This is an optimization exercise on Yosys and OpenROAD, whose aim is small area, a short achievable clock period and few clock cycles per item, not a production implementation. At most, simulation tests tie the RTL to the original design; equivalence was not proved. Function not checked in runs 5 to 7: the RTL went through the layout flow alone. Power figures rest on the tool's default switching activity, not on a simulated workload.

`flow/flow/run.sh`:
```
#!/bin/bash
# ORFS layout with two changes from the standard one:
#  - synthesis maps the logic with a plain delay-oriented ABC script (no
#    full/half-adder extraction, no ABC buffering or resizing); everything else
#    in synthesis, including the registers, is the standard synthesis;
#  - the port buffers are the smallest buffer cell.
set -euo pipefail
here=$(pwd)
rm -rf "$here/scripts_abc"
cp -r "$FLOW_HOME/scripts" "$here/scripts_abc"
printf '&get -n\n&st\n&dch\n&nf -p\n&put\n' > "$here/scripts_abc/abc_speed.script"
bash standard.sh "SCRIPTS_DIR=$here/scripts_abc" 'ADDER_MAP_FILE=' synth > synth.log 2>&1
bash standard.sh 'BUFFER_PORTS_ARGS=-buffer_cell sky130_fd_sc_hd__buf_1' 'SETUP_MOVE_SEQUENCE=unbuffer,sizeup,swap' finish > layout.log 2>&1
```
`flow/standard.sh`:
```
#!/bin/bash
# synth_recipe.tcl (not shown) runs the flow's synth.tcl, then flattens the netlist and writes it again
# the make line also repeats each setting of config.mk as NAME=value (left out here)
make -C /OpenROAD-flow-scripts/flow DESIGN_CONFIG=/design/flow/config.mk WORK_HOME=/design/flow/orfs CLKGATE_MAP_FILE= SYNTH_SCRIPT=/design/flow/synth_recipe.tcl "${@:-finish}"
```
`flow/config.mk`:
```
export PLATFORM = sky130hd
export DESIGN_NAME = dma_top
export DESIGN_NICKNAME = dma_top
export VERILOG_FILES = /design/flow/design.v
export SDC_FILE = /design/flow/constraint.sdc
export NUM_CORES = 4
export LEC_CHECK = 0
export CAP_MARGIN = 20
export CORE_MARGIN = 2
export CORE_UTILIZATION = 45
export GPL_ROUTABILITY_DRIVEN = 0
export SETUP_SLACK_MARGIN = 1.3
export SLEW_MARGIN = 20
```
`flow/constraint.sdc`:
```
create_clock -name core_clock -period 3.5 [get_ports {clk}]
set_input_delay 0.7000 -clock core_clock [delete_from_list [all_inputs] [get_ports {clk}]]
set_output_delay 0.7000 -clock core_clock [all_outputs]
set_load 0.01 [all_outputs]
```
`flow/design.v`:
```
module master_dma (
    input  wire        clk,
    input  wire        reset,
    input  wire        trigger,
    input  wire [4:0]  length,
    input  wire [31:0] source_address,
    input  wire [31:0] destination_address,
    output wire        done,
    output wire [31:0] ARADDR,
    output wire        ARVALID,
    input  wire        ARREADY,
    input  wire [31:0] RDATA,
    input  wire        RVALID,
    output wire        RREADY,
    output wire [31:0] AWADDR,
    output wire        AWVALID,
    input  wire        AWREADY,
    output wire [31:0] WDATA,
    output wire        WVALID,
    input  wire        WREADY,
    input  wire        BVALID,
    output wire        BREADY
);
wire [2:0] words = length[4:2];
reg       started;      
reg [2:0] b_left;       
wire active = started | trigger;
addr_channel u_ar (.clk(clk), .reset(reset), .base(source_address), .words(words),
                   .active(active), .started(started), .ready(ARREADY),
                   .valid(ARVALID), .addr(ARADDR));
addr_channel u_aw (.clk(clk), .reset(reset), .base(destination_address), .words(words),
                   .active(active), .started(started), .ready(AWREADY),
                   .valid(AWVALID), .addr(AWADDR));
assign WVALID = RVALID & started;
assign WDATA  = RDATA;
assign RREADY = WREADY;
assign BREADY = 1'b1;
assign done = (started & (b_left == 3'd0)) | (BVALID & (b_left == 3'd1));
always @(posedge clk) begin
    if (reset)
        started <= 1'b0;
    else if (trigger)
        started <= 1'b1;
end
always @(posedge clk)
    b_left <= started ? b_left - {2'd0, BVALID} : words;
endmodule
module addr_channel (
    input  wire        clk,
    input  wire        reset,
    input  wire [31:0] base,
    input  wire [2:0]  words,
    input  wire        active,
    input  wire        started,
    input  wire        ready,
    output wire        valid,
    output wire [31:0] addr
);
localparam GROUP = 4;                   
localparam NG = (27 + GROUP - 1) / GROUP;
reg           left;                     
reg  [2:0]    low;                      
reg  [NG-1:0] gcarry;                   
assign valid = left & active;
wire   accept = valid & ready;
assign addr[1:0] = base[1:0];
assign addr[4:2] = started ? low : base[4:2];
wire [2:0] low_next = addr[4:2] + {2'd0, accept};
wire [2:0] low_end  = base[4:2] + words;
wire       carry_next = gcarry[0] | (accept & (&addr[4:2]));
genvar k, g;
generate
    for (k = 5; k < 32; k = k + 1) begin : g_inc
        if ((k - 5) % GROUP == 0) begin : g_first
            assign addr[k] = base[k] ^ gcarry[(k - 5) / GROUP];
        end else begin : g_rest
            assign addr[k] = base[k] ^ (gcarry[(k - 5) / GROUP] & (&base[k-1:5 + GROUP * ((k - 5) / GROUP)]));
        end
    end
    for (g = 0; g < NG; g = g + 1) begin : g_carry
        wire next;
        if (g == 0) begin : g_low
            assign next = carry_next;
        end else begin : g_high
            assign next = carry_next & (&base[5 + GROUP * g - 1:5]);
        end
        always @(posedge clk) begin
            if (reset)
                gcarry[g] <= 1'b0;
            else
                gcarry[g] <= next;
        end
    end
endgenerate
always @(posedge clk)
    low <= low_next;
always @(posedge clk) begin
    if (reset)
        left <= 1'b1;
    else if (accept && low_next == low_end)
        left <= 1'b0;
end
endmodule
module dma_top (
    input  wire        clk,
    input  wire        reset,
    input  wire        trigger,
    input  wire [4:0]  length,
    input  wire [31:0] source_address,
    input  wire [31:0] destination_address,
    output wire        done,
    output wire [31:0] ARADDR,
    output wire        ARVALID,
    input  wire        ARREADY,
    input  wire [31:0] RDATA,
    input  wire        RVALID,
    output wire        RREADY,
    output wire [31:0] AWADDR,
    output wire        AWVALID,
    input  wire        AWREADY,
    output wire [31:0] WDATA,
    output wire        WVALID,
    input  wire        WREADY,
    input  wire        BVALID,
    output wire        BREADY
);
master_dma u_dma (
    .clk(clk),
    .reset(reset),
    .trigger(trigger),
    .length(length),
    .source_address(source_address),
    .destination_address(destination_address),
    .done(done),
    .ARADDR(ARADDR),
    .ARVALID(ARVALID),
    .ARREADY(ARREADY),
    .RDATA(RDATA),
    .RVALID(RVALID),
    .RREADY(RREADY),
    .AWADDR(AWADDR),
    .AWVALID(AWVALID),
    .AWREADY(AWREADY),
    .WDATA(WDATA),
    .WVALID(WVALID),
    .WREADY(WREADY),
    .BVALID(BVALID),
    .BREADY(BREADY)
);
endmodule
```
==> results.sh, run 1 <==
export IMPL_fin_cells=410
export IMPL_crit_fanout=4
export IMPL_initial_core_util_pct=47.39
export IMPL_detail_route_vias_per_cell=4.995
export IMPL_clock_latency_ns=0.27
export IMPL_cp_required_ns=2.80
export IMPL_synth_top_area_cell="dfxtp_1"
export IMPL_synthFlopType="dfxtp_1"
export IMPL_crit_family="buffers and inverters"
export IMPL_ys_types=28
export IMPL_synth_top_cells_by_count="xnor2_1 (40), buf_4 (38), dfxtp_1 (26)"
export IMPL_firstDrtPassIters=4
export IMPL_worstPathArrival_ns=1.43
export IMPL_yosys_area_share_simple_pct=22.19
export IMPL_die_area_mm2=0.005210
export IMPL_p_per_area_mw_per_mm2=321.8
export IMPL_finalSetupTns_ns=0
export IMPL_multi_input_area_mm2=0.001296
export IMPL_ff2ff_setup_slack_ns=1.49
export IMPL_cts_root_buf="clkbuf_8"
export IMPL_async_flop_share_pct=0
export IMPL_post_cts_buffers=0
export IMPL_final_period_utilization_pct=60.72
export IMPL_p_leak_nw=0.8255
export IMPL_slowest_stage="and2_4"
export IMPL_hold_viol_final=0
export IMPL_syn_nets=368
export IMPL_synth_compound_area_share_pct=9.510
export IMPL_synth_edf_count=0
export IMPL_status="no timing/DRC/antenna violations"
export IMPL_worst_clock_skew_ns=0.002284
export IMPL_synth_xor_area_share_pct=25.12
export IMPL_gr_total_overflow=0
export IMPL_clkTransAtPathRegs_ns=0.09
export IMPL_drive_above_1_share_pct=4.749
export IMPL_yosysSeqAreaShare_pct=24.88
export IMPL_dp_cells=406
export IMPL_crit_path_max_incr_delay_ns=0.18
export IMPL_drt_iter0_markers=39
export IMPL_detail_route_antenna_nets=0
export IMPL_antennaDiodeCount=0
export IMPL_ctsHoldBuffers=0
export IMPL_cts_tree="yes"
export IMPL_yosys_area_top_type_share_pct=24.88
export IMPL_synthesis_instances=259
export IMPL_setup_viol=0
export IMPL_wire_per_inst_um=12.75
export IMPL_vias=2048
export IMPL_antenna_found_initial=0
export IMPL_cts_inserted_buffers=3
export IMPL_numClockSinks=26
export IMPL_synth_top_family_by_area="XOR/XNOR gates"
export IMPL_final_min_clock_period_ns=2.125
export IMPL_yosysWarnings=2
export IMPL_routed_wl_um=5228
export IMPL_ir_worst_vdd_mv=0.1915
export IMPL_place_hpwl_um=4521
export IMPL_nets=468
export IMPL_rsz0062_at_grt="yes"
export IMPL_die_h_um=72.18
export IMPL_grt_pass1_vias=1819
export IMPL_num_rows=24
export IMPL_end_kind="output pin"
export IMPL_grt_pass1_wl_um=7997
export IMPL_netlist_top_cells_area="dfxtp_1 (25%), xnor2_1 (17%), buf_4 (14%)"
export IMPL_syn_to_final_growth_pct=18.30
export IMPL_grt_max_degree=18
export IMPL_crit_type="primary input to output pin"
export IMPL_maxSlewViolCount=0
export IMPL_boundaryPins=211
export IMPL_start_kind="primary input"
export IMPL_cp_cell_sequence="buf_1 > and2_4 > nand3_1 > xnor2_1 > buf_2"
export IMPL_ff_latch_area_um2=524.3
export IMPL_portBuffers=133
export IMPL_drc=0
export IMPL_yosysMostFrequentCell="xnor2_1"
export IMPL_netlist_area_mm2=0.002092
export IMPL_cts_max_level=1
export IMPL_cts_path_max_buffers=2
export IMPL_die_w_um=72.18
export IMPL_ys_ff_latch=26
export IMPL_num_fill_cells=465
export IMPL_timing_fmax_mhz=470.5
export IMPL_synth_avg_cell_area_um2=8.077
export IMPL_hold_class="flop to flop"
export IMPL_muxShareOfSynthArea_pct=3.050
export IMPL_drv_cap=0
export IMPL_grt_total_usage_pct=18.89
export IMPL_fp_coreArea_mm2=0.004414
export IMPL_synth_adder_area_share_pct=0
export IMPL_path_buf_inv=2
[registers in the layout, summed over array words and instances (netlist names)]
signal and cells:
u_dma.u_ar.left 1, u_dma.u_aw.low 3, u_dma.u_aw.left 1, u_dma.u_ar.gcarry 7, u_dma.b_left 3, u_dma.u_ar.low 3
u_dma.u_aw.gcarry 7, u_dma.started 1
[cell usage in the layout, fill, tap and decap left out, drive strengths merged]
cell     instances
a2111oi          1
a21oi           11
a31oi           11
a41oi            1
and2             3
and3             1
buf            131
clkbuf           6
clkinv           8
conb             1
dfxtp           26
mux2             3
mux2i            3
nand2           16
nand2b           3
nand3            4
nand4           22
nor2            14
nor2b           16
nor3             5
nor4             3
o211a            1
o211ai           1
o21ai            3
o21bai           1
o41ai            2
or2              1
xnor2           40
xor2            20
[metal layers]
| layer | track usage (%) | wire length (um) | vias to the layer above |
|---|---|---|---|
| met5 | 0 | 0 | - |
| met4 | 3.354 | 37 | 0 |
| met3 | 4.722 | 391 | 6 |
| met2 | 32.72 | 2650 | 82 |
| met1 | 23.97 | 2148 | 902 |
| li1 | - | - | 1058 |
[final cells by class]
| class | instances | area share [%] |
|---|---|---|
| clock buffers | 4 | 2.224 |
| inverters | 8 | 1.213 |
| repair buffers | 133 | 20.37 |
| well taps | 52 | 2.629 |
| multi-input cells | 187 | 52.38 |
| flip-flops and latches | 26 | 21.18 |
[cells by family (layout without fill, tap and decap cells)]
kind of cell	after synthesis	count (layout)
AO/OA/AOI/OAI	32	32
flip-flops	26	26
XOR/XNOR	60	60
buffers and inverters	46	145
other	1	1
AND/OR/NAND/NOR	88	88
multiplexers	6	6
[worst paths after layout]
| kind | startpoint | end | cells after the start |
|---|---|---|---|
| worst max-delay path | destination_address[17] | AWADDR[20] | 5 |
| worst min-delay path | u_dma.u_ar.left | u_dma.u_ar.left | 2 |
| worst max register to register | u_dma.started | u_dma.u_ar.gcarry[6] | 6 |
| worst min register to register | u_dma.u_ar.left | u_dma.u_ar.left | 2 |
[through the flow]
stage / cell area (um2) / setup slack [ns] / power (mW) / hold slack [ns] / utilization (%)
after floorplan: 2092 / 1.386 / 0.5342 / 0.4412 / -
after global placement: 2371 / 1.075 / 0.5926 / 0.4642 / 53.71
after detailed placement: 2371 / 1.055 / 0.5947 / 0.4634 / 53.71
after CTS: 2432 / 1.298 / 0.7957 / 0.4795 / 55.10
after global routing: 2475 / 1.249 / 0.8497 / 0.4931 / 56.07
final: 2475 / 1.375 / 0.7964 / 0.4779 / 56.07
[power by group]
part           total [mW]  switching (mW)  internal (mW)
combinational       0.261           0.148          0.113
clock               0.198          0.0971          0.101
sequential          0.338          0.0178          0.320
total               0.796           0.263          0.533
[worst register-to-register path, cell delays in order (launching register included)]
cell     delay [ns]
dfxtp_4        0.50
o211a_1        0.27
a41oi_1        0.12
or2_0          0.29
nor4_2         0.33
nand4_1        0.20
nor3_1         0.22
[what timing repair did]
item,CTS,global route
endpoints found under the setup margin,19,12
hold endpoints to repair,0,0
pin swaps,0,2
resized for setup,6,13
Testbench counts, summed over its fixed seeds: cycles 29,253, words 9,566.
==> run 2: changes to the inputs <==
--- a/flow/config.mk
+++ b/flow/config.mk
@@ -9,5 +9,5 @@
 export CORE_MARGIN = 2
 export CORE_UTILIZATION = 45
-export GPL_ROUTABILITY_DRIVEN = 0
+export GPL_TIMING_DRIVEN = 0
 export SETUP_SLACK_MARGIN = 1.3
 export SLEW_MARGIN = 20
==> run 2 against run 1 <==
Net effect:
- wire length is 12% higher
- sequential cell count stayed put
- worst setup slack worse by 0.044 ns
- clock power hardly changed
- non-clock buffer count is 75 higher
- global-route usage is 1.6 points higher
- sequential share of layout area is 3.2 points lower
==> results.sh, run 2 <==
export IMPL_ys_ff_latch=26
export IMPL_worstPathArrival_ns=1.47
export IMPL_cts_path_max_buffers=2
export IMPL_drive_above_1_share_pct=13.63
export IMPL_design_power_total_mw=0.8558
export IMPL_drc=0
export IMPL_cp_required_ns=2.80
export IMPL_die_area_mm2=0.005210
export IMPL_synth_avg_cell_area_um2=8.077
export IMPL_boundaryPins=211
export IMPL_gp_congestion=0.8038
export IMPL_syn_to_final_growth_pct=39.29
export IMPL_yosys_area_top_type_share_pct=24.88
export IMPL_detail_route_vias_per_cell=4.792
export IMPL_firstDrtPassIters=4
export IMPL_final_min_clock_period_ns=2.170
export IMPL_worstHoldStart="u_dma.u_ar.left"
export IMPL_grt_max_degree=18
export IMPL_antennaDiodeCount=0
export IMPL_netlist_area_mm2=0.002092
export IMPL_dp_cells=481
export IMPL_finalSetupTns_ns=0
export IMPL_ff2ff_setup_slack_ns=1.48
export IMPL_nets=543
export IMPL_final_common_cell="buf_1"
export IMPL_p_leak_nw=1.064
export IMPL_hold_class="flop to flop"
export IMPL_r2r_end="u_dma.u_ar.left"
export IMPL_setup_viol=0
export IMPL_yosysWarnings=2
export IMPL_cts_inserted_buffers=3
export IMPL_clkTransAtPathRegs_ns=0.09
export IMPL_yosysMostFrequentCell="xnor2_1"
export IMPL_die_w_um=72.18
export IMPL_cp_startpoint="u_dma.started"
export IMPL_crit_path_max_incr_delay_ns=0.49
export IMPL_synth_edf_count=0
export IMPL_num_rows=24
export IMPL_gr_total_overflow=0
export IMPL_fin_cells=485
export IMPL_vias=2324
export IMPL_synthesis_instances=259
export IMPL_grt_pass1_vias=1985
export IMPL_pre_cts_ws_ns=1.095
export IMPL_rsz0062_at_grt="yes"
export IMPL_detail_route_antenna_nets=0
export IMPL_whs_path_depth=2
export IMPL_grt_use_met3_pct=4.167
export IMPL_grt_met1_usage_pct=24.36
export IMPL_final_period_utilization_pct=61.99
export IMPL_cts_tree="yes"
export IMPL_layout_common_cells="buf_1 (162), xnor2_1 (40), buf_4 (38)"
export IMPL_synth_top_area_cell="dfxtp_1"
export IMPL_cp_cell_sequence="mux2i_2 > clkinv_1 > buf_1"
export IMPL_fp_coreArea_mm2=0.004414
export IMPL_worst_pin_slew_ns=0.5139
export IMPL_yosysSeqAreaShare_pct=24.88
export IMPL_timing_critical_path_to="AWADDR[2]"
export IMPL_initial_core_util_pct=47.39
export IMPL_syn_nets=368
export IMPL_reg_largest_list="u_dma.u_ar.gcarry x7, u_dma.u_aw.gcarry x7"
export IMPL_cts_max_level=1
export IMPL_cts_root_buf="clkbuf_8"
export IMPL_timing_fmax_mhz=460.9
export IMPL_top_usage_layer="met2"
export IMPL_crit_fanout=17
export IMPL_slowest_stage="dfxtp_4"
export IMPL_die_h_um=72.18
export IMPL_synthFlopType="dfxtp_1"
export IMPL_end_kind="output pin"
export IMPL_synth_top_cells_by_count="xnor2_1 (40), buf_4 (38), dfxtp_1 (26)"
export IMPL_clock_latency_ns=0.27
export IMPL_netlist_top_cells_area="dfxtp_1 (25%), xnor2_1 (17%), buf_4 (14%)"
export IMPL_portBuffers=170
export IMPL_p_per_area_mw_per_mm2=293.7
export IMPL_setup_ws_ns=1.330
export IMPL_use_met2_pct=37.72
export IMPL_r2r_start="u_dma.started"
export IMPL_ys_types=28
export IMPL_crit_type="flop to output pin"
export IMPL_grt_total_usage_pct=20.51
export IMPL_status="no timing/DRC/antenna violations"
export IMPL_hold_viol_final=0
export IMPL_grt_pass1_wl_um=8680
export IMPL_worst_clock_skew_ns=0.002222
export IMPL_maxSlewViolCount=0
export IMPL_numClockSinks=26
export IMPL_drt_iter0_markers=54
export IMPL_start_kind="flop"
export IMPL_routed_wl_um=5860
export IMPL_place_hpwl_um=5088
export IMPL_drv_cap=0
export IMPL_wire_per_inst_um=12.08
export IMPL_antenna_found_initial=0
export IMPL_ir_worst_vdd_mv=0.3069
export IMPL_post_cts_buffers=0
export IMPL_async_flop_share_pct=0
export IMPL_r2r_cells=6
export IMPL_maxSlewHeadroom_pct=65.59
==> run 2: cell counts after synthesis <==
No cell type changed its count.
==> run 2: power by group <==
part | internal (mW) | switching [mW]
combinational | 0.148 | 0.176
sequential | 0.320 | 0.0177
clock | 0.101 | 0.0943
==> run 2: layout make-up <==
type	instances	area (um2)
plain buffers	38	285.3
clock buffers	4	55.05
fillers	447	1500
inverters	8	30.03
multi-input cells	187	1306
flip-flops and latches	26	524.3
well taps	52	65.06
repair buffers	170	648.1
==> run 2: repair_timing <==
action,CTS,global route
pin swaps,0,1
resized for setup,5,18
endpoints found under the hold margin,0,0
hold buffers,0,0
endpoints found under the setup margin,19,16
==> run 2: per-stage QoR <==
step	hold slack [ns]	instance area (um2)	util, %
after floorplan	0.4412	2092	-
after global placement	0.4606	2795	63.32
after CTS	0.4793	2855	64.68
final	0.4792	2914	66.01
after detailed placement	0.4621	2795	63.32
after global routing	0.4984	2914	66.01
==> run 2: worst min-delay path by stage <==
stage	to	slack, ns
final	u_dma.u_ar.left	0.48
after global routing	u_dma.u_ar.left	0.50
after CTS	u_dma.u_aw.left	0.48
after detailed placement	u_dma.u_aw.left	0.46
after global placement	u_dma.u_ar.left	0.46
after floorplan	u_dma.u_ar.left	0.44
==> run 2: critical path, delay by kind of cell (launching register included) <==
kind,cells,cell delay (ns)
mux,1,0.34
buf+inv,2,0.36
flops,1,0.49
==> run 2: logic make-up after synthesis <==
kind of cell / share of synthesized area [%]
multiplexers: 3.050
flip-flops: 24.88
buffers and inverters: 15.07
XOR/XNOR: 25.12
other: 0.1793
AO/OA/AOI/OAI: 9.510
AND/OR/NAND/NOR: 22.19
==> run 2: metal layers <==
layer,vias up,share of wire (%)
met5,-,0
met4,0,1.4
met3,8,8.2
met2,92,53
met1,1019,37
li1,1205,-
==> run 3: changes to the inputs <==
--- a/flow/config.mk
+++ b/flow/config.mk
@@ -9,5 +9,5 @@
 export CORE_MARGIN = 2
 export CORE_UTILIZATION = 45
-export GPL_TIMING_DRIVEN = 0
+export CTS_BUF_LIST = sky130_fd_sc_hd__clkbuf_4 sky130_fd_sc_hd__clkbuf_8
 export SETUP_SLACK_MARGIN = 1.3
 export SLEW_MARGIN = 20
==> run 3 against run 2 <==
Net effect:
- still clean on timing, DRC and antenna
- critical path depth up 2
- wire length down 11%
- worst setup slack better by 0.044 ns
- die area unchanged
- sequential power about the same
- non-clock buffer count down 75
- area after synthesis unchanged
- hold slack worse by 0.0013 ns
- core utilization down 9.9 points
- highest routed layer unchanged
==> results.sh, run 3 <==
export IMPL_ctsHoldBuffers=0
export IMPL_detail_route_vias_per_cell=4.995
export IMPL_wl_met1_um=2148
export IMPL_cts_max_level=1
export IMPL_yosysWarnings=2
export IMPL_rsz0062_at_grt="yes"
export IMPL_gr_total_overflow=0
export IMPL_cts_root_buf="clkbuf_8"
export IMPL_setup_viol=0
export IMPL_numClockSinks=26
export IMPL_grt_pass1_vias=1819
export IMPL_wire_per_inst_um=12.75
export IMPL_crit_fanout=4
export IMPL_crit_path_max_incr_delay_ns=0.18
export IMPL_ys_ff_latch=26
export IMPL_cts_tree="yes"
export IMPL_setup_ws_ns=1.375
export IMPL_cp_cell_sequence="buf_1 > and2_4 > nand3_1 > xnor2_1 > buf_2"
export IMPL_reg_largest_list="u_dma.u_ar.gcarry x7, u_dma.u_aw.gcarry x7"
export IMPL_fp_coreArea_mm2=0.004414
export IMPL_whs_ns=0.4779
export IMPL_drv_cap=0
export IMPL_dr_wl_met3_um=391
export IMPL_cts_path_max_buffers=2
export IMPL_ir_worst_vdd_mv=0.1915
export IMPL_highest_layer="met4"
export IMPL_crit_type="primary input to output pin"
export IMPL_grt_max_degree=18
export IMPL_design_power_total_mw=0.7964
export IMPL_synth_adder_area_share_pct=0
export IMPL_clkTransAtPathRegs_ns=0.09
export IMPL_initial_core_util_pct=47.39
export IMPL_hold_viol_final=0
export IMPL_fin_cells=410
export IMPL_routed_wl_um=5228
export IMPL_dp_cells=406
export IMPL_async_flop_share_pct=0
export IMPL_placed_area_mm2=0.002371
export IMPL_p_per_area_mw_per_mm2=321.8
export IMPL_place_hpwl_um=4521
export IMPL_die_area_mm2=0.005210
export IMPL_syn_to_final_growth_pct=18.30
export IMPL_die_h_um=72.18
export IMPL_cp_required_ns=2.80
export IMPL_p_leak_nw=0.8255
export IMPL_final_period_utilization_pct=60.72
export IMPL_synthFlopType="dfxtp_1"
export IMPL_boundaryPins=211
export IMPL_grt_total_usage_pct=18.89
export IMPL_netlist_top_cells_area="dfxtp_1 (25%), xnor2_1 (17%), buf_4 (14%)"
export IMPL_drc=0
export IMPL_worst_clock_skew_ns=0.002284
export IMPL_yosysSeqAreaShare_pct=24.88
export IMPL_nets=468
export IMPL_finalSetupTns_ns=0
export IMPL_worstPathArrival_ns=1.43
export IMPL_yosysMostFrequentCell="xnor2_1"
export IMPL_synthesis_instances=259
export IMPL_synth_edf_count=0
export IMPL_final_min_clock_period_ns=2.125
export IMPL_synth_top_cells_by_count="xnor2_1 (40), buf_4 (38), dfxtp_1 (26)"
export IMPL_wl_met2_um=2650
export IMPL_synth_xor_area_share_pct=25.12
export IMPL_muxShareOfSynthArea_pct=3.050
export IMPL_status="no timing/DRC/antenna violations"
export IMPL_vias=2048
export IMPL_synth_top_area_cell="dfxtp_1"
export IMPL_synth_top_family_by_area="XOR/XNOR gates"
export IMPL_grt_pass1_wl_um=7997
export IMPL_utilization_pct=56.07
export IMPL_drive_above_1_share_pct=4.749
export IMPL_end_kind="output pin"
export IMPL_ys_types=28
export IMPL_postLayoutCellArea_mm2=0.002475
export IMPL_layout_common_cells="buf_1 (129), xnor2_1 (40), dfxtp_1 (25)"
export IMPL_cts_inserted_buffers=3
export IMPL_timing_fmax_mhz=470.5
export IMPL_maxSlewViolCount=0
export IMPL_yosys_area_share_simple_pct=22.19
export IMPL_yosys_area_top_type_share_pct=24.88
export IMPL_netlist_area_mm2=0.002092
export IMPL_final_common_cell="buf_1"
export IMPL_gp_congestion=0.8026
export IMPL_post_cts_buffers=0
export IMPL_drt_iter0_markers=39
export IMPL_die_w_um=72.18
export IMPL_slowest_stage="and2_4"
export IMPL_syn_nets=368
export IMPL_detail_route_antenna_nets=0
export IMPL_firstDrtPassIters=4
export IMPL_clock_latency_ns=0.27
export IMPL_num_rows=24
export IMPL_synth_compound_area_share_pct=9.510
export IMPL_hold_class="flop to flop"
export IMPL_antenna_found_initial=0
export IMPL_antennaDiodeCount=0
export IMPL_start_kind="primary input"
export IMPL_pre_cts_ws_ns=1.055
export IMPL_portBuffers=133
export IMPL_synth_avg_cell_area_um2=8.077
==> run 3: report_power, final <==
group	switching [mW]	internal (mW)	total (mW)
sequential	0.0178	0.320	0.338
combinational	0.148	0.113	0.261
clock	0.0971	0.101	0.198
==> run 3: cell type report <==
class | count | area, um2
Clock buffer | 4 | 55.05
Fill cell | 465 | 1939
Inverter | 8 | 30.03
Multi-Input combinational cell | 187 | 1296
Sequential cell | 26 | 524.3
Tap cell | 52 | 65.06
Timing Repair Buffer | 133 | 504.2
==> run 3: timing repair <==
action	in CTS	in global routing
pin swaps	0	2
resized for setup	6	13
endpoints found under the setup margin	19	12
==> run 3: cell families after synthesis <==
group	after synthesis
simple gates	88
flops	26
buf+inv	46
other cells	1
compound gates	32
mux	6
xor+xnor	60
==> run 3: per-layer routing <==
metal	vias to the layer above	GRT usage [%]
met5	-	0
met4	0	3.354
met3	6	4.722
met2	82	32.72
met1	902	23.97
li1	1058	-
==> run 3: path summary, 6_finish.rpt <==
path / cells after the start / slack, ns / startpoint / end
setup / recovery: 5 / 1.37 / destination_address[17] / AWADDR[20]
setup reg to reg: 6 / 1.49 / u_dma.started / u_dma.u_ar.gcarry[6]
hold reg to reg: 2 / 0.48 / u_dma.u_ar.left / u_dma.u_ar.left
hold / removal: 2 / 0.48 / u_dma.u_ar.left / u_dma.u_ar.left
==> run 3: critical path, delay by kind of cell <==
kind | cells | cell delay [ns]
xor+xnor | 1 | 0.14
simple gates | 2 | 0.28
buf+inv | 2 | 0.29
==> run 4: changes to the inputs <==
--- a/flow/config.mk
+++ b/flow/config.mk
@@ -9,5 +9,4 @@
 export CORE_MARGIN = 2
 export CORE_UTILIZATION = 45
-export CTS_BUF_LIST = sky130_fd_sc_hd__clkbuf_4 sky130_fd_sc_hd__clkbuf_8
 export SETUP_SLACK_MARGIN = 1.3
 export SLEW_MARGIN = 20
==> run 4 against run 3 <==
Net effect:
- still clean
- final cell count unchanged
- wire length stayed put
- critical path depth stayed put
- global-route usage unchanged
- non-clock buffer count unchanged
- clock skew is the same
- register-to-register slack about the same
- critical endpoint unchanged
==> results.sh, run 4 <==
export IMPL_num_rows=24
export IMPL_die_w_um=72.18
export IMPL_cp_cell_sequence="buf_1 > and2_4 > nand3_1 > xnor2_1 > buf_2"
export IMPL_netlist_top_cells_area="dfxtp_1 (25%), xnor2_1 (17%), buf_4 (14%)"
export IMPL_setup_viol=0
export IMPL_fin_cells=410
export IMPL_crit_type="primary input to output pin"
export IMPL_clockPowerShare_pct=24.8
export IMPL_cts_path_max_buffers=2
export IMPL_cts_inserted_buffers=3
export IMPL_antenna_found_initial=0
export IMPL_r2r_cells=6
export IMPL_drv_cap=0
export IMPL_yosysSeqAreaShare_pct=24.88
export IMPL_cts_max_level=1
export IMPL_path_buf_inv=2
export IMPL_drt_iter0_markers=39
export IMPL_status="no timing/DRC/antenna violations"
export IMPL_cts_tree="yes"
export IMPL_firstDrtPassIters=4
export IMPL_synth_avg_cell_area_um2=8.077
export IMPL_grt_pass1_vias=1819
export IMPL_syn_nets=368
export IMPL_netSwitchingFraction_pct=33.05
export IMPL_layout_common_cells="buf_1 (129), xnor2_1 (40), dfxtp_1 (25)"
export IMPL_final_period_utilization_pct=60.72
export IMPL_whs_path_depth=2
export IMPL_grt_pass1_wl_um=7997
export IMPL_p_per_area_mw_per_mm2=321.8
export IMPL_detail_route_antenna_nets=0
export IMPL_fp_coreArea_mm2=0.004414
export IMPL_vias=2048
export IMPL_num_fill_cells=465
export IMPL_p_leak_nw=0.8255
export IMPL_die_area_mm2=0.005210
export IMPL_p_comb_share_pct=32.8
export IMPL_synth_top_area_cell="dfxtp_1"
export IMPL_timing_fmax_mhz=470.5
export IMPL_drive_above_1_share_pct=4.749
export IMPL_crit_family="buffers and inverters"
export IMPL_synth_edf_count=0
export IMPL_gp_congestion=0.8026
export IMPL_grt_total_usage_pct=18.89
export IMPL_crit_fanout=4
export IMPL_gr_total_overflow=0
export IMPL_ctsHoldBuffers=0
export IMPL_grt_max_degree=18
export IMPL_place_hpwl_um=4521
export IMPL_power_internal_mw=0.5332
export IMPL_slowest_stage="and2_4"
export IMPL_wire_per_inst_um=12.75
export IMPL_cts_root_buf="clkbuf_8"
export IMPL_boundaryPins=211
export IMPL_final_common_cell="buf_1"
export IMPL_yosysWarnings=2
export IMPL_syn_to_final_growth_pct=18.30
export IMPL_antennaDiodeCount=0
export IMPL_start_kind="primary input"
export IMPL_rsz0062_at_grt="yes"
export IMPL_final_min_clock_period_ns=2.125
export IMPL_nets=468
export IMPL_ys_types=28
export IMPL_routed_wl_um=5228
export IMPL_die_h_um=72.18
export IMPL_seqPwrFrac_pct=42.4
export IMPL_hold_viol_final=0
export IMPL_synth_top_cells_by_count="xnor2_1 (40), buf_4 (38), dfxtp_1 (26)"
export IMPL_synthesis_instances=259
export IMPL_clock_latency_ns=0.27
export IMPL_yosys_area_top_type_share_pct=24.88
export IMPL_maxSlewViolCount=0
export IMPL_yosysMostFrequentCell="xnor2_1"
export IMPL_hold_class="flop to flop"
export IMPL_detail_route_vias_per_cell=4.995
export IMPL_cp_required_ns=2.80
export IMPL_netlist_area_mm2=0.002092
export IMPL_initial_core_util_pct=47.39
export IMPL_whs_ns=0.4779
export IMPL_reg_largest_list="u_dma.u_ar.gcarry x7, u_dma.u_aw.gcarry x7"
export IMPL_worstPathArrival_ns=1.43
export IMPL_async_flop_share_pct=0
export IMPL_worst_clock_skew_ns=0.002284
export IMPL_crit_path_max_incr_delay_ns=0.18
export IMPL_p_switching_mw=0.2632
export IMPL_clkTransAtPathRegs_ns=0.09
export IMPL_end_kind="output pin"
export IMPL_numClockSinks=26
export IMPL_drc=0
export IMPL_portBuffers=133
export IMPL_synthFlopType="dfxtp_1"
export IMPL_finalSetupTns_ns=0
export IMPL_dp_cells=406
export IMPL_ir_worst_vdd_mv=0.1915
export IMPL_ys_ff_latch=26
export IMPL_cp_num_cells=5
run 4: cell counts after synthesis:
No cell type changed its count.
run 4: timing repair:
item                       in CTS  in global routing
pin swaps                       0                  2
setup endpoints to repair      19                 12
resized for setup               6                 13
setup buffers                   0                  0
run 4: area by class of cell:
type                            count  area [um2]  share of cell area [%]
Multi-Input combinational cell    187        1296                   52.38
Tap cell                           52       65.06                   2.629
Inverter                            8       30.03                   1.213
Sequential cell                    26       524.3                   21.18
Clock buffer                        4       55.05                   2.224
Timing Repair Buffer              133       504.2                   20.37
run 4: worst reg2reg max path, stage by stage, from the launching register on:
cell and delay [ns]:
dfxtp_4 0.50, o211a_1 0.27, a41oi_1 0.12, or2_0 0.29, nor4_2 0.33, nand4_1 0.20, nor3_1 0.22
run 4: power groups by stage:
stage / Sequential (mW) / Clock [mW] / Combinational [mW]
2_1_floorplan: 0.337 / 0 / 0.197
3_3_place_gp: 0.341 / 0 / 0.252
3_5_place_dp: 0.341 / 0 / 0.254
4_1_cts: 0.335 / 0.205 / 0.256
5_1_grt: 0.341 / 0.218 / 0.290
6_report: 0.338 / 0.198 / 0.261
run 4: path summary, 6_finish.rpt:
check                                             start                    to  slack, ns
worst max register to register            u_dma.started  u_dma.u_ar.gcarry[6]       1.49
worst max-delay path            destination_address[17]            AWADDR[20]       1.37
worst min register to register          u_dma.u_ar.left       u_dma.u_ar.left       0.48
worst min-delay path                    u_dma.u_ar.left       u_dma.u_ar.left       0.48
run 4: cell families (layout without fill, tap and decap cells):
group | Yosys count | in the layout | share of synthesized area [%]
flip-flops | 26 | 26 | 24.88
other | 1 | 1 | 0.1793
AND/OR/NAND/NOR | 88 | 88 | 22.19
AO/OA/AOI/OAI | 32 | 32 | 9.510
buffers and inverters | 46 | 145 | 15.07
XOR/XNOR | 60 | 60 | 25.12
multiplexers | 6 | 6 | 3.050
run 4: per-stage QoR:
stage / setup WS (ns) / total power, mW / utilization [%] / cell area (um2)
floorplan: 1.386 / 0.5342 / - / 2092
global placement: 1.075 / 0.5926 / 53.71 / 2371
detailed placement: 1.055 / 0.5947 / 53.71 / 2371
CTS: 1.298 / 0.7957 / 55.10 / 2432
global route: 1.249 / 0.8497 / 56.07 / 2475
finish: 1.375 / 0.7964 / 56.07 / 2475
run 4: layer usage:
metal  wire [um]  vias up  share of wire [%]  GRT usage, %
met5           0        -                  0             0
met4          37        0               0.71         3.354
met3         391        6                7.5         4.722
met2        2650       82                 51         32.72
met1        2148      902                 41         23.97
li1            -     1058                  -             -
==> run 5: changes to the inputs <==
--- a/flow/design.v
+++ b/flow/design.v
@@ -60,10 +60,10 @@
 localparam NG = (27 + GROUP - 1) / GROUP;
 reg           left;                     
-reg  [2:0]    low;                      
+reg  [2:0]    low_x;                    
 reg  [NG-1:0] gcarry;                   
 assign valid = left & active;
 wire   accept = valid & ready;
 assign addr[1:0] = base[1:0];
-assign addr[4:2] = started ? low : base[4:2];
+assign addr[4:2] = base[4:2] ^ low_x;
 wire [2:0] low_next = addr[4:2] + {2'd0, accept};
 wire [2:0] low_end  = base[4:2] + words;
@@ -93,6 +93,10 @@
     end
 endgenerate
-always @(posedge clk)
-    low <= low_next;
+always @(posedge clk) begin
+    if (reset)
+        low_x <= 3'd0;
+    else
+        low_x <= low_next ^ base[4:2];
+end
 always @(posedge clk) begin
     if (reset)
==> run 5 against run 4 <==
Net effect:
- wire length up 6.7%
- die area up 1.7%
- clock skew increased by 0.00056 ns
- largest cell class unchanged
- global-route usage rose by 1.3 points
- non-clock buffer count increased by 1
- register-to-register slack better by 0.11 ns
- hold slack got worse by 0.0012 ns
- still clean on timing, DRC and antenna
- sequential cell count stayed put
- area after synthesis up 1.8%
==> results.sh, run 5 <==
export IMPL_status="no timing/DRC/antenna violations"
export IMPL_detail_route_vias_per_cell=5.005
export IMPL_timing_fmax_mhz=469.5
export IMPL_start_kind="primary input"
export IMPL_grt_pass1_wl_um=8369
export IMPL_netlist_top_cells_area="dfxtp_1 (24%), xnor2_1 (18%), buf_4 (13%)"
export IMPL_timing_critical_path_to="done"
export IMPL_whs_path_depth=2
export IMPL_syn_to_final_growth_pct=17.39
export IMPL_p_per_area_mw_per_mm2=307.4
export IMPL_clkTransAtPathRegs_ns=0.09
export IMPL_ctsHoldBuffers=0
export IMPL_ir_worst_vdd_mv=0.1907
export IMPL_synth_top_cells_by_count="xnor2_1 (43), buf_4 (38), dfxtp_1 (26)"
export IMPL_fin_cells=420
export IMPL_grt_total_usage_pct=20.20
export IMPL_rsz0062_at_grt="no"
export IMPL_synth_avg_cell_area_um2=8.036
export IMPL_cts_path_max_buffers=2
export IMPL_firstDrtPassIters=4
export IMPL_drc=0
export IMPL_maxSlewViolCount=0
export IMPL_finalSetupTns_ns=0
export IMPL_yosysSeqAreaShare_pct=24.44
export IMPL_ff2ff_setup_slack_ns=1.60
export IMPL_r2r_start="u_dma.started"
export IMPL_cts_root_buf="clkbuf_8"
export IMPL_drive_above_1_share_pct=4.670
export IMPL_synthFlopType="dfxtp_1"
export IMPL_gr_total_overflow=0
export IMPL_grt_max_degree=14
export IMPL_initial_core_util_pct=46.00
export IMPL_cts_inserted_buffers=3
export IMPL_reg_largest_list="u_dma.u_ar.gcarry x7, u_dma.u_aw.gcarry x7"
export IMPL_yosys_area_top_type_share_pct=24.44
export IMPL_r2r_end="u_dma.u_ar.left"
export IMPL_p_leak_nw=0.8625
export IMPL_setup_viol=0
export IMPL_cts_max_level=1
export IMPL_vias=2102
export IMPL_cp_required_ns=2.80
export IMPL_crit_fanout=2
export IMPL_yosysWarnings=2
export IMPL_nets=475
export IMPL_drt_iter0_markers=54
export IMPL_cts_tree="yes"
export IMPL_async_flop_share_pct=0
export IMPL_detail_route_antenna_nets=0
export IMPL_num_rows=25
export IMPL_final_period_utilization_pct=60.85
export IMPL_die_w_um=72.79
export IMPL_synthesis_instances=265
export IMPL_wire_per_inst_um=13.28
export IMPL_synth_edf_count=0
export IMPL_design_power_total_mw=0.7686
export IMPL_yosysMostFrequentCell="xnor2_1"
export IMPL_ys_ff_latch=26
export IMPL_place_hpwl_um=4874
export IMPL_drv_cap=0
export IMPL_antenna_found_initial=3
export IMPL_netlist_area_mm2=0.002130
export IMPL_dp_cells=415
export IMPL_crit_type="primary input to output pin"
export IMPL_final_min_clock_period_ns=2.130
export IMPL_boundaryPins=211
export IMPL_die_h_um=72.79
export IMPL_grt_pass1_vias=1849
export IMPL_portBuffers=133
export IMPL_gp_congestion=0.7880
export IMPL_synth_top_area_cell="dfxtp_1"
export IMPL_worst_clock_skew_ns=0.002848
export IMPL_layout_common_cells="buf_1 (126), xnor2_1 (43), dfxtp_1 (25)"
export IMPL_ys_types=27
export IMPL_hold_viol_final=0
export IMPL_post_cts_buffers=0
export IMPL_r2r_cells=6
export IMPL_end_kind="output pin"
export IMPL_hold_class="flop to flop"
export IMPL_syn_nets=374
export IMPL_numClockSinks=26
export IMPL_cp_startpoint="BVALID"
export IMPL_final_common_cell="buf_1"
export IMPL_worstPathArrival_ns=1.43
export IMPL_fp_coreArea_mm2=0.004629
export IMPL_clock_latency_ns=0.26
export IMPL_routed_wl_um=5579
export IMPL_die_area_mm2=0.005298
export IMPL_num_fill_cells=491
run 5: cell types whose count changed after synthesis, moves of 3 or more:
cell      before  now
xnor2_1       40   43
clkinv_1       8    4
mux2_1         3    0
nor2_1        14   20
mux2i_1        3    0
run 5: worst min-delay path by stage:
stage,startpoint,end
after floorplan,u_dma.u_ar.left,u_dma.u_ar.left
after global placement,u_dma.u_ar.left,u_dma.u_ar.left
after detailed placement,u_dma.u_ar.left,u_dma.u_ar.left
after CTS,u_dma.u_ar.left,u_dma.u_ar.left
after global routing,u_dma.u_ar.left,u_dma.u_ar.left
final,u_dma.u_ar.left,u_dma.u_ar.left
run 5: kinds of logic (layout without fill, tap and decap cells):
family | Yosys count | in the layout | synth area share (%)
xor gates and xnor gates | 66 | 66 | 27.79
AOI/OAI and AO/OA | 32 | 32 | 9.636
DFF | 26 | 26 | 24.44
buffers and inverters | 42 | 141 | 14.10
other | 1 | 3 | 0.1761
and+or+nand+nor | 98 | 98 | 23.85
run 5: timing repair:
action / 4_1_cts / 5_1_grt
pin swaps: 0 / 4
gates resized for setup: 2 / 16
setup endpoints to repair: 2 / 10
run 5: worst max-delay path: stages:
cell and delay (ns):
buf_1 0.09, clkinv_1 0.10, a2111oi_2 0.35, buf_2 0.18
run 5: metal layers:
metal	wire length, um	vias up	part of all wire [%]	track usage (%)
met5	13	-	0.23	0
met4	61	2	1.1	4.321
met3	728	16	13	11.74
met2	2628	97	47	32.32
met1	2146	913	38	23.48
li1	-	1074	-	-
run 5: metrics by stage:
step	hold slack [ns]	utilization (%)	cell area, um2	worst slack (ns)
2_1_floorplan	0.4412	-	2137	1.323
3_3_place_gp	0.4614	52.41	2426	1.093
3_5_place_dp	0.4673	52.41	2426	1.067
4_1_cts	0.4838	53.30	2467	1.279
5_1_grt	0.5147	53.89	2495	1.289
6_report	0.4767	54.00	2500	1.370
run 5: power breakdown:
group | total (mW) | internal, mW | leakage [nW] | switching (mW)
registers | 0.333 | 0.313 | 0.212 | 0.0198
clock network | 0.166 | 0.0769 | 0.0216 | 0.0892
logic | 0.270 | 0.120 | 0.629 | 0.150
run 5: area by class of cell:
cell class / instances / area [um2] / area share [%]
repair buffers: 134 / 515.5 / 20.62
multi-input cells: 197 / 1334 / 53.35
inverters: 4 / 15.01 / 0.6006
diodes: 2 / 5.005 / 0.2002
clock buffers: 3 / 41.29 / 1.652
well taps: 54 / 67.56 / 2.703
flip-flops and latches: 26 / 521.8 / 20.87
==> run 6: changes to the inputs <==
--- a/flow/config.mk
+++ b/flow/config.mk
@@ -9,4 +9,4 @@
 export CORE_MARGIN = 2
 export CORE_UTILIZATION = 45
-export SETUP_SLACK_MARGIN = 1.3
+export SETUP_SLACK_MARGIN = 1.42
 export SLEW_MARGIN = 20
==> run 6 against run 5 <==
Net effect:
- still clean
- cell area increased by 6.8%
- clock skew decreased by 0.0017 ns
- critical path depth increased by 1
- count of clock-buffer cells in the layout unchanged
- maximum frequency increased by 4.3%
- sequential cell count unchanged
- wire length decreased by 1.2%
- area after synthesis unchanged
- core utilization increased by 3.7 points
==> results.sh, run 6 <==
export IMPL_grt_pass1_vias=1830
export IMPL_fin_cells=422
export IMPL_maxSlewHeadroom_pct=61.57
export IMPL_crit_path_max_incr_delay_ns=0.15
export IMPL_fp_coreArea_mm2=0.004629
export IMPL_synthFlopType="dfxtp_1"
export IMPL_cts_root_buf="clkbuf_8"
export IMPL_grt_max_degree=16
export IMPL_drc=0
export IMPL_detail_route_vias_per_cell=4.993
export IMPL_clock_latency_ns=0.28
export IMPL_setup_viol=0
export IMPL_vias=2107
export IMPL_finalSetupTns_ns=0
export IMPL_detail_route_antenna_nets=0
export IMPL_rsz0062_at_grt="yes"
export IMPL_gp_congestion=0.8275
export IMPL_hold_viol_final=0
export IMPL_firstDrtPassIters=4
export IMPL_crit_fanout=4
export IMPL_maxSlewViolCount=0
export IMPL_hold_class="flop to flop"
export IMPL_cts_max_level=1
export IMPL_die_h_um=72.79
export IMPL_worstHoldStart="u_dma.u_ar.left"
export IMPL_r2r_start="u_dma.started"
export IMPL_timing_fmax_mhz=489.9
export IMPL_pre_cts_ws_ns=1.172
export IMPL_power_internal_mw=0.5977
export IMPL_path_buf_inv=2
export IMPL_async_flop_share_pct=0
export IMPL_layout_common_cells="buf_1 (94), xnor2_1 (42), clkbuf_2 (26)"
export IMPL_final_period_utilization_pct=58.32
export IMPL_yosysSeqAreaShare_pct=24.44
export IMPL_dp_cells=414
export IMPL_gr_total_overflow=0
export IMPL_setup_ws_ns=1.459
export IMPL_clockPowerShare_pct=29.3
export IMPL_end_kind="output pin"
export IMPL_cp_startpoint="source_address[17]"
export IMPL_ys_types=27
export IMPL_wire_per_inst_um=13.06
export IMPL_ff_latch_area_um2=521.8
export IMPL_yosys_area_top_type_share_pct=24.44
export IMPL_cp_cell_sequence="buf_2 > and2_4 > nand3_4 > nor2b_1 > clkbuf_2"
export IMPL_routed_wl_um=5511
export IMPL_cts_inserted_buffers=3
export IMPL_num_fill_cells=466
export IMPL_final_common_cell="buf_1"
export IMPL_synthesis_instances=265
export IMPL_grt_pass1_wl_um=8231
export IMPL_netlist_area_mm2=0.002130
export IMPL_synth_top_cells_by_count="xnor2_1 (43), buf_4 (38), dfxtp_1 (26)"
export IMPL_netlist_top_cells_area="dfxtp_1 (24%), xnor2_1 (18%), buf_4 (13%)"
export IMPL_cp_required_ns=2.80
export IMPL_drt_iter0_markers=54
export IMPL_reg_largest_list="u_dma.u_ar.gcarry x7, u_dma.u_aw.gcarry x7"
export IMPL_portBuffers=133
export IMPL_worst_clock_skew_ns=0.001176
export IMPL_crit_family="simple AND/OR/NAND/NOR gates"
export IMPL_crit_type="primary input to output pin"
export IMPL_synth_avg_cell_area_um2=8.036
export IMPL_yosysWarnings=2
export IMPL_die_w_um=72.79
export IMPL_multi_input_area_mm2=0.001423
export IMPL_drv_cap=0
export IMPL_num_rows=25
export IMPL_p_switching_mw=0.2851
export IMPL_syn_to_final_growth_pct=25.38
export IMPL_worst_pin_slew_ns=0.5765
export IMPL_p_leak_nw=0.9886
export IMPL_p_comb_share_pct=32.5
export IMPL_numClockSinks=26
export IMPL_boundaryPins=211
export IMPL_yosysMostFrequentCell="xnor2_1"
export IMPL_ctsHoldBuffers=0
export IMPL_start_kind="primary input"
export IMPL_synth_top_area_cell="dfxtp_1"
export IMPL_clkTransAtPathRegs_ns=0.10
export IMPL_place_hpwl_um=4656
export IMPL_slowest_stage="and2_4"
export IMPL_synth_edf_count=0
export IMPL_p_per_area_mw_per_mm2=330.6
export IMPL_status="no timing/DRC/antenna violations"
export IMPL_nets=474
export IMPL_drive_above_1_share_pct=16.48
export IMPL_whs_ns=0.4827
export IMPL_netSwitchingFraction_pct=32.30
export IMPL_post_cts_buffers=0
export IMPL_cts_tree="yes"
export IMPL_initial_core_util_pct=46.00
export IMPL_ys_ff_latch=26
export IMPL_ir_worst_vdd_mv=0.2145
export IMPL_final_min_clock_period_ns=2.041
export IMPL_worstPathArrival_ns=1.34
export IMPL_grt_total_usage_pct=20.08
export IMPL_cts_path_max_buffers=2
export IMPL_antenna_found_initial=4
export IMPL_seqPwrFrac_pct=38.2
export IMPL_syn_nets=374
export IMPL_die_area_mm2=0.005298
==> run 6: cell count changes in the layout (fill, tap and decap cells not counted), moves of 2 or more <==
cell	previous run	this run
nand3_1	4	2
xor2_1	21	16
clkbuf_2	5	26
buf_2	2	11
diode_2	2	4
xor2_2	1	6
buf_1	126	94
buf_6	0	2
==> run 6: area by class of cell <==
| class | instances | share of cell area, % |
|---|---|---|
| Timing Repair Buffer | 133 | 20.99 |
| Tap cell | 54 | 2.530 |
| Inverter | 4 | 0.6092 |
| Antenna cell | 4 | 0.3749 |
| Clock buffer | 3 | 1.546 |
| Multi-Input combinational cell | 197 | 53.28 |
| Clock inverter | 1 | 1.125 |
| Sequential cell | 26 | 19.54 |
==> run 6: worst min-delay path: cells and delay by family, from the launching register on <==
family	cells	cell delay, ns
DFF	1	0.35
and+or+nand+nor	1	0.05
AOI/OAI and AO/OA	1	0.05
==> run 6: what timing repair did <==
item | in CTS | in global routing
pin swaps | 2 | 11
endpoints found under the setup margin | 8 | 31
resized for setup | 18 | 43
==> run 6: logic make-up (layout without fill, tap and decap cells) <==
group	count (synthesis)	count (layout)	synth area share (%)
AOI/OAI and AO/OA	32	32	9.636
and+or+nand+nor	98	98	23.85
DFF	26	26	24.44
xor gates and xnor gates	66	66	27.79
buffers and inverters	42	141	14.10
other	1	5	0.1761
==> run 6: metal layers <==
layer | global-route usage (%) | share of wire [%] | vias up
met5 | 0 | 0 | -
met1 | 24.57 | 41 | 922
li1 | - | - | 1073
met2 | 29.09 | 44 | 104
met4 | 6.173 | 1.4 | 0
met3 | 12.57 | 14 | 8
==> run 6: path summary, 6_finish.rpt <==
| path | endpoint | slack (ns) | cells past startpoint |
|---|---|---|---|
| worst min-delay path | u_dma.u_ar.left | 0.48 | 2 |
| worst max register to register | u_dma.u_ar.left | 1.64 | 6 |
| worst min register to register | u_dma.u_ar.left | 0.48 | 2 |
| worst max-delay path | ARADDR[19] | 1.46 | 5 |
==> run 6: through the flow <==
stage / cell area [um2] / util (%) / total power, mW
floorplan: 2153 / - / 0.5436
global placement: 2435 / 52.59 / 0.6051
detailed placement: 2435 / 52.59 / 0.6075
CTS: 2536 / 54.78 / 0.8695
global route: 2660 / 57.46 / 0.9320
finish: 2670 / 57.68 / 0.8828
==> run 6: power by group through the flow <==
stage | Sequential [mW] | Combinational, mW | Clock, mW
6_report | 0.337 | 0.287 | 0.259
5_1_grt | 0.341 | 0.318 | 0.273
4_1_cts | 0.334 | 0.273 | 0.262
3_5_place_dp | 0.339 | 0.268 | 0
3_3_place_gp | 0.340 | 0.266 | 0
2_1_floorplan | 0.335 | 0.208 | 0
==> run 7: changes to the inputs <==
--- a/flow/design.v
+++ b/flow/design.v
@@ -60,13 +60,13 @@
 localparam NG = (27 + GROUP - 1) / GROUP;
 reg           left;                     
-reg  [2:0]    low_x;                    
+reg  [2:0]    low;                      
 reg  [NG-1:0] gcarry;                   
 assign valid = left & active;
 wire   accept = valid & ready;
 assign addr[1:0] = base[1:0];
-assign addr[4:2] = base[4:2] ^ low_x;
+assign addr[4:2] = started ? low : base[4:2];
 wire [2:0] low_next = addr[4:2] + {2'd0, accept};
 wire [2:0] low_end  = base[4:2] + words;
-wire       carry_next = gcarry[0] | (accept & (&addr[4:2]));
+wire       carry_next = ~reset & (gcarry[0] | (accept & (&addr[4:2])));
 genvar k, g;
 generate
@@ -85,18 +85,10 @@
             assign next = carry_next & (&base[5 + GROUP * g - 1:5]);
         end
-        always @(posedge clk) begin
-            if (reset)
-                gcarry[g] <= 1'b0;
-            else
-                gcarry[g] <= next;
-        end
+        always @(posedge clk)
+            gcarry[g] <= next;
     end
 endgenerate
-always @(posedge clk) begin
-    if (reset)
-        low_x <= 3'd0;
-    else
-        low_x <= low_next ^ base[4:2];
-end
+always @(posedge clk)
+    low <= low_next;
 always @(posedge clk) begin
     if (reset)
--- a/flow/config.mk
+++ b/flow/config.mk
@@ -9,4 +9,4 @@
 export CORE_MARGIN = 2
 export CORE_UTILIZATION = 45
-export SETUP_SLACK_MARGIN = 1.42
+export SETUP_SLACK_MARGIN = 1.3
 export SLEW_MARGIN = 20
==> run 7 against run 6 <==
Net effect:
- still clean
- hold slack worse by 0.0022 ns
- clock skew is 0.0037 ns higher
- die area is 0.89% lower
- global-route usage is 0.89 points higher
- clock power is 36% lower
- highest routed layer unchanged
==> results.sh, run 7 <==
export IMPL_boundaryPins=211
export IMPL_layout_common_cells="buf_1 (126), xnor2_1 (41), dfxtp_1 (26)"
export IMPL_antenna_found_initial=0
export IMPL_numClockSinks=26
export IMPL_synth_top_area_cell="dfxtp_1"
export IMPL_num_fill_cells=469
export IMPL_drive_above_1_share_pct=4.190
export IMPL_ctsHoldBuffers=0
export IMPL_yosysSeqAreaShare_pct=24.67
export IMPL_die_h_um=72.47
export IMPL_finalSetupTns_ns=0
export IMPL_synth_edf_count=0
export IMPL_cp_cell_sequence="buf_1 > and3_1 > nand2_1 > xnor2_1 > clkbuf_2"
export IMPL_grt_max_degree=18
export IMPL_reg_largest_list="u_dma.u_ar.gcarry x7, u_dma.u_aw.gcarry x7"
export IMPL_grt_total_usage_pct=20.97
export IMPL_maxSlewViolCount=0
export IMPL_end_kind="output pin"
export IMPL_yosys_area_top_type_share_pct=24.67
export IMPL_yosysWarnings=2
export IMPL_synthesis_instances=259
export IMPL_final_min_clock_period_ns=2.120
export IMPL_r2r_end="u_dma.u_ar.gcarry[6]"
export IMPL_place_hpwl_um=4821
export IMPL_num_rows=24
export IMPL_p_per_area_mw_per_mm2=307.1
export IMPL_cts_tree="yes"
export IMPL_syn_to_final_growth_pct=17.85
export IMPL_highest_layer="met4"
export IMPL_nets=469
export IMPL_final_period_utilization_pct=60.58
export IMPL_dr_wl_met3_um=468
export IMPL_detail_route_vias_per_cell=5.088
export IMPL_firstDrtPassIters=4
export IMPL_netlist_top_cells_area="dfxtp_1 (25%), xnor2_1 (17%), buf_4 (14%)"
export IMPL_start_kind="primary input"
export IMPL_r2r_start="u_dma.started"
export IMPL_routed_wl_um=5689
export IMPL_dp_cells=407
export IMPL_fin_cells=410
export IMPL_crit_family="buffers and inverters"
export IMPL_cts_path_max_buffers=2
export IMPL_crit_path_max_incr_delay_ns=0.20
export IMPL_async_flop_share_pct=0
export IMPL_whs_path_depth=2
export IMPL_cts_inserted_buffers=3
export IMPL_synth_top_cells_by_count="xnor2_1 (41), buf_4 (38), dfxtp_1 (26)"
export IMPL_drc=0
export IMPL_postLayoutCellArea_mm2=0.002486
export IMPL_crit_fanout=4
export IMPL_placed_area_mm2=0.002396
export IMPL_status="no timing/DRC/antenna violations"
export IMPL_cts_root_buf="clkbuf_8"
export IMPL_gp_congestion=0.8678
export IMPL_drt_iter0_markers=37
export IMPL_worst_clock_skew_ns=0.004865
export IMPL_detail_route_antenna_nets=0
export IMPL_ir_worst_vdd_mv=0.1382
export IMPL_cts_max_level=1
export IMPL_vias=2086
export IMPL_hold_class="flop to flop"
export IMPL_ff_latch_area_um2=520.5
export IMPL_cp_required_ns=2.80
export IMPL_initial_core_util_pct=47.47
export IMPL_synthFlopType="dfxtp_1"
export IMPL_rsz0062_at_grt="yes"
export IMPL_gr_total_overflow=0
export IMPL_clkTransAtPathRegs_ns=0.09
export IMPL_hold_viol_final=0
export IMPL_utilization_pct=55.94
export IMPL_syn_nets=368
export IMPL_clock_latency_ns=0.27
export IMPL_netlist_area_mm2=0.002110
export IMPL_ys_types=29
export IMPL_worstHoldStart="u_dma.u_aw.left"
export IMPL_wl_met2_um=2778
export IMPL_drv_cap=0
export IMPL_final_common_cell="buf_1"
export IMPL_grt_pass1_wl_um=8673
export IMPL_path_buf_inv=2
export IMPL_worstPathArrival_ns=1.42
export IMPL_fp_coreArea_mm2=0.004444
export IMPL_ff2ff_setup_slack_ns=1.41
export IMPL_timing_fmax_mhz=471.6
export IMPL_antennaDiodeCount=0
export IMPL_grt_pass1_vias=1984
export IMPL_p_leak_nw=0.8723
export IMPL_multi_input_area_mm2=0.001324
export IMPL_setup_viol=0
export IMPL_wl_met1_um=2280
export IMPL_yosysMostFrequentCell="xnor2_1"
export IMPL_crit_type="primary input to output pin"
export IMPL_portBuffers=133
export IMPL_ys_ff_latch=26
export IMPL_slowest_stage="and3_1"
export IMPL_die_area_mm2=0.005251
export IMPL_r2r_cells=7
export IMPL_wire_per_inst_um=13.88
export IMPL_die_w_um=72.47
export IMPL_synth_avg_cell_area_um2=8.145
export IMPL_min_to="u_dma.u_aw.left"
[run 7: per-stage QoR]
stage / power [mW] / setup slack (ns) / hold slack, ns
floorplan: 0.5323 / 1.386 / 0.4412
global placement: 0.5947 / 1.074 / 0.4692
detailed placement: 0.5953 / 1.005 / 0.4687
CTS: 0.7673 / 1.312 / 0.4820
global route: 0.8120 / 1.233 / 0.5143
finish: 0.7636 / 1.380 / 0.4805
[run 7: tightest hold or removal path, stage by stage, from the launching register on]
cell and delay, ns:
dfxtp_1 0.33, o41ai_1 0.06, nand2b_1 0.05
[run 7: worst max-delay path by stage]
stage	cells after the start	start	to
2_1_floorplan	2	BVALID	done
3_3_place_gp	7	trigger	u_dma.u_ar.gcarry[6]
3_5_place_dp	7	trigger	u_dma.u_ar.gcarry[6]
4_1_cts	7	u_dma.started	u_dma.u_ar.gcarry[6]
5_1_grt	7	u_dma.started	u_dma.u_ar.gcarry[6]
6_report	5	destination_address[17]	AWADDR[20]
[run 7: kinds of logic after synthesis]
kind of cell           count (synthesis)  share of synthesized area (%)
buffers and inverters                 43                          14.41
XOR/XNOR                              62                          25.74
AO/OA/AOI/OAI                         28                          8.186
flip-flops                            26                          24.67
other                                  1                         0.1778
multiplexers                           6                          3.143
AND/OR/NAND/NOR                       93                          23.67
[run 7: cell type report]
type / instances / share of cell area, %
multi-input cells: 190 / 53.25
flip-flops and latches: 26 / 20.94
repair buffers: 134 / 20.73
well taps: 52 / 2.617
clock buffers: 3 / 1.661
inverters: 5 / 0.8052
[run 7: where the power goes]
part	total [mW]	internal, mW	switching [mW]
clock	0.166	0.0771	0.0894
combinational	0.266	0.112	0.154
sequential	0.331	0.320	0.0118
[run 7: metal layers]
layer,vias to the layer above,track usage (%)
met2,104,34.05
li1,1046,-
met5,-,0
met3,16,5.000
met1,920,25.94
met4,0,10.49
[run 7: repair_timing]
| action | CTS | global route |
|---|---|---|
| gates resized for setup | 2 | 13 |
| pin swaps | 0 | 1 |
| endpoints found under the setup margin | 2 | 14 |
| setup buffers | 0 | 0 |

afterwards: timing with drivers on the ports:
No port has a modelled driver above. Below, the same layouts with a new extraction and two added sets of constraints. Step 1 (the two cells are an assumption about what drives the block):
set clk [get_ports {clk}]
set_driving_cell -lib_cell sky130_fd_sc_hd__clkbuf_16 $clk
set_driving_cell -lib_cell sky130_fd_sc_hd__buf_2 [delete_from_list [all_inputs] $clk]
Step 2 times the ports against the registers' clock, not the clock port: input delays grow and output delays shrink by t, the midpoint of the rising clock arrivals with the driver on. Three values: no drivers, after step 1, after step 2; two values: the first two.
| run | t, ns | slack for setup (ns) | worst register clock-pin slew, ns | worst data-port slew with drivers (ns) |
|---|---|---|---|---|
| run 1 | 0.291 | 1.375 / 1.343 / 1.171 | 0.09 / 0.09 | 0.08 |
| run 2 | 0.295 | 1.330 / 1.306 / 1.169 | 0.09 / 0.09 | 0.05 |
| run 3 | 0.291 | 1.375 / 1.343 / 1.171 | 0.09 / 0.09 | 0.08 |
| run 4 | 0.291 | 1.375 / 1.343 / 1.171 | 0.09 / 0.09 | 0.08 |
| run 5 | 0.284 | 1.370 / 1.348 / 1.174 | 0.09 / 0.09 | 0.12 |
| run 6 | 0.303 | 1.459 / 1.434 / 1.275 | 0.10 / 0.10 | 0.13 |
| run 7 | 0.293 | 1.380 / 1.331 / 1.096 | 0.09 / 0.09 | 0.11 |
After both steps every run listed still meets setup and hold. For run 7, which loses most, drivers alone change the setup slack by -0.049 ns; drivers and shift together by -0.284 ns.
